Background: an optimization exercise with open tools, aiming at small area and a short achievable clock period. Do not read the settings as production practice. In this exercise RTL edits were held to simulation tests only and were not proved equivalent to the original. Power and IR drop assume default switching activity.

== job 105 ==
==> flow/design.v (excerpt) <==
module fp_pipeline (
    input wire clk,
    input wire reset,
    input wire pipe_en,
    input wire [15:0] in_scalar,
    input wire [15:0] in_batch,
    input wire [8:0] in_waddr,
    input wire in_wen,
    input wire in_valid,
    output wire out_we,
    output wire [8:0] out_waddr,
    output wire [15:0] out_data
);
reg proc_en;
always @(posedge clk) begin
    if (reset) proc_en <= 1'b0;
    else       proc_en <= pipe_en;
end
wire [4:0] e5_in;
wire       z_in;
fpmul_exp u_exp (.ea(in_scalar[14:10]), .eb(in_batch[14:10]), .valid(in_valid),
                 .e5(e5_in), .z(z_in));
reg [9:0] s1_fa, s1_fb;
reg [4:0] s1_e5;
reg       s1_s;
reg [8:0] s1_waddr;
reg       s1_z, s1_wen, s1_vw;
always @(posedge clk) begin
    if (proc_en) begin
        s1_fa    <= in_scalar[9:0];
        s1_fb    <= in_batch[9:0];
        s1_e5    <= e5_in;
        s1_s     <= in_scalar[15] ^ in_batch[15];
        s1_waddr <= in_waddr;
    end
end
always @(posedge clk) begin
    if (reset) begin
        s1_z <= 1'b1; s1_wen <= 1'b0; s1_vw <= 1'b0;
    end else if (proc_en) begin
        s1_z <= z_in; s1_wen <= in_wen; s1_vw <= in_valid | in_wen;
    end
end
wire [21:0] r0, r1;
fpmul_tree u_tree (.fa(s1_fa), .fb(s1_fb), .r0(r0), .r1(r1));
wire [9:0]  lo = {1'b0, r0[9:1]} + {1'b0, r1[9:1]};
reg [20:10] s2_r0;
reg [19:10] s2_r1;
reg         s2_c10;
reg [4:0]   s2_e5;
reg         s2_s;
reg [8:0]   s2_waddr;
reg         s2_z, s2_wen, s2_vw;
always @(posedge clk) begin
    if (proc_en) begin
        s2_r0    <= r0[20:10];
        s2_r1    <= r1[19:10];
        s2_c10   <= lo[9];
  ...
Settings: LEC_CHECK=0, CAP_MARGIN=20, CORE_MARGIN=2, CORE_UTILIZATION=40, SETUP_SLACK_MARGIN=3.0, SLEW_MARGIN=20; clock period 7.0 ns.
standard.sh (not shown) runs the stock make flow with config.mk's settings and CLKGATE_MAP_FILE= SYNTH_SCRIPT=/design/flow/synth_recipe.tcl, a recipe that flattens the netlist after the stock synthesis.
==> flow/flow/run.sh <==
#!/bin/bash
# The standard layout (the standard.sh, unchanged synthesis and steps),
# except that the buffers it puts on every input and output port are
# sky130_fd_sc_hd__buf_1 cells instead of the flow's default choice.
set -e
cd "$(dirname "$0")/.."
export BUFFER_PORTS_ARGS="-buffer_cell sky130_fd_sc_hd__buf_1"
bash standard.sh > standard.log 2>&1
### job 105 -> job 102
Settings: TNS_END_PERCENT: unset -> 10; PLACE_DENSITY: unset -> 0.8; SETUP_SLACK_MARGIN: 3.0 -> 3.2; CORE_UTILIZATION: 40 -> 60.
==> run notes <==
Higher post-layout worst setup margin among job 105 and job 102: job 102. Taking job 105 as the reference, in job 102 fill cell total of the finished layout dropped 50%, worst slew slack as a fraction of its limit dropped 11 points.

* * *

## lane 1
fp_pipeline again, from the RTL that the note above started with.
## fp_pipeline
module fp_pipeline (
    input wire clk,
    input wire reset,
    input wire pipe_en,
    input wire [15:0] in_scalar,
    input wire [15:0] in_batch,
    input wire [8:0] in_waddr,
    input wire in_wen,
    input wire in_valid,
    output wire out_we,
    output wire [8:0] out_waddr,
    output wire [15:0] out_data
);
clock: 7.0 ns
lec_check: 0
cap_margin: 20
core_margin: 2
core_utilization: 60
place_density: 0.8
setup_slack_margin: 3.1
slew_margin: 20
Scripts as last shown in full above: flow/flow/run.sh
Changes in lane 2 relative to lane 1:
Settings: putting CTS_BUF_LIST at sky130_fd_sc_hd__clkbuf_8 where nothing was set; swapping 60 for 40 in CORE_UTILIZATION; swapping 3.1 for 3.0 in SETUP_SLACK_MARGIN; clearing PLACE_DENSITY, which used to be 0.8.
- Share of cells above drive strength 1: lane 2 < lane 1
- When lane 2 is set beside lane 1, its global-route usage turns out to be 7.8 points smaller.
- | multi-input gate share of the layout cell area | lane 2 vs lane 1 | ≈ equal |
- Compared lane 1 against lane 2; hold slack within noise.
- On lane 2: share of total power in the clock network is 4.8 points lower than what lane 1 gave.
- Lane 2 against lane 1: clock period minus final worst setup slack higher; buffer count excluding the clock tree in the final layout moved up.
Input-level comparison between lane 3 and lane 2:
Settings: clearing CTS_BUF_LIST, which used to be sky130_fd_sc_hd__clkbuf_8; putting TNS_END_PERCENT at 10 where nothing was set; swapping 40 for 60 in CORE_UTILIZATION; putting PLACE_DENSITY at 0.8 where nothing was set; swapping 3.0 for 3.1 in SETUP_SLACK_MARGIN.
--- outcome ---
For vias per cell, dividing the value from lane 3 by the value from lane 2 gives 1.11. Met2 track demand over resource in global routing (lane 3 over lane 2): increase, 13 points. Going from lane 2 to lane 3, signed area change from the synthesized netlist to the final layout shrinks by 0.95 points. Compared with lane 2, in lane 3 routed wire length dropped 2.5%; first-pass detailed-route iteration total now sits lower; count of clock-buffer cells in the layout barely changed. The met1 usage in global routing number comes out lower for lane 2 vs lane 3. Looking at final non-filler cell total, lane 3 sits 145 below lane 2. Lane 2 → lane 3: post-cts resize count now larger; sum of internal, switching and leakage power now larger.
diff inputs: lane 3 => lane 4
Settings: PLACE_DENSITY removed (was 0.8); CORE_UTILIZATION changed from 60 to 40; SETUP_SLACK_MARGIN changed from 3.1 to 3.0; TNS_END_PERCENT removed (was 10).
==> flow/run.sh (new file) <==
#!/bin/bash
# synth_recipe.tcl (not shown) runs the flow's synth.tcl, then flattens the netlist and writes it again
# the make line also repeats each setting of config.mk as NAME=value (left out here)
make -C /OpenROAD-flow-scripts/flow DESIGN_CONFIG=/design/flow/config.mk WORK_HOME=/design/flow/orfs CLKGATE_MAP_FILE= SYNTH_SCRIPT=/design/flow/synth_recipe.tcl finish
removed: flow/flow/run.sh
removed: flow/standard.sh
Findings:
- Diff lane 3 -> lane 4 | net count of the finished layout | increase of 2.4%
- Lane 4 against lane 3: utilization after layout went down, switching share of total power went down, worst setup slack went down.
- Compared with lane 3, lane 4 supports a lower clock frequency.
- Via count: lane 4 vs lane 3, no meaningful difference
- Of lane 3 and lane 4, lane 4 shows the higher non-clock buffer count, with lane 3 below it.
diff inputs: lane 4 => lane 5
Settings: PLACE_DENSITY now 0.8, previously not set; CORE_UTILIZATION now 60, was 40; TNS_END_PERCENT now 10, previously not set.
==> flow/flow/run.sh (new file) <==
#!/bin/bash
# The standard layout (the standard.sh, unchanged synthesis and steps),
# except that the buffers it puts on every input and output port are
# sky130_fd_sc_hd__buf_1 cells instead of the flow's default choice.
set -e
cd "$(dirname "$0")/.."
export BUFFER_PORTS_ARGS="-buffer_cell sky130_fd_sc_hd__buf_1"
bash standard.sh > standard.log 2>&1
==> flow/standard.sh (new file) <==
#!/bin/bash
# synth_recipe.tcl (not shown) runs the flow's synth.tcl, then flattens the netlist and writes it again
# the make line also repeats each setting of config.mk as NAME=value (left out here)
make -C /OpenROAD-flow-scripts/flow DESIGN_CONFIG=/design/flow/config.mk WORK_HOME=/design/flow/orfs CLKGATE_MAP_FILE= SYNTH_SCRIPT=/design/flow/synth_recipe.tcl "${@:-finish}"
removed: flow/run.sh
Findings:
On lane 5: area growth from synthesis to layout is 6.9 points lower than what lane 4 gave.
Lane 5 vs lane 4 — total power draw dropped 0.052 mW.
[compare] base=lane 4 new=lane 5: fraction of area in registers higher, final cell count lower.
Of the two candidates, lane 4 has the better setup slack and lane 5 the worse one.

==> static timing again, ports no longer ideal <==
How much do the figures lean on ideal ports? The routed layouts below were timed once more, with nothing changed but the port constraints.
Step 1: set_driving_cell puts a clkbuf_16 on clk and a buf_2 on each other input, an assumption about the parent block.
Step 2 also shifts input and output timing later by t, the mid clock arrival at the registers, as if the neighbouring blocks saw the same clock.
a / b / c = ideal / step 1 / step 2; a / b = the first two.
run | shift t [ns] | setup slack, ns | slew at the worst register clock pin (ns)
job 105 | 0.465 | 3.027 / 3.027 / 3.027 | 0.08 / 0.08
job 102 | 0.475 | 3.086 / 3.086 / 3.086 | 0.08 / 0.08
lane 1 | 0.474 | 3.080 / 3.080 / 3.080 | 0.08 / 0.08
lane 2 | 0.496 | 2.952 / 2.952 / 2.952 | 0.11 / 0.11
lane 3 | 0.475 | 3.069 / 3.069 / 3.069 | 0.08 / 0.08
lane 4 | 0.468 | 3.012 / 3.012 / 3.012 | 0.08 / 0.08
lane 5 | 0.475 | 2.992 / 2.992 / 2.992 | 0.08 / 0.08
After both steps setup and hold are still met in every run listed.
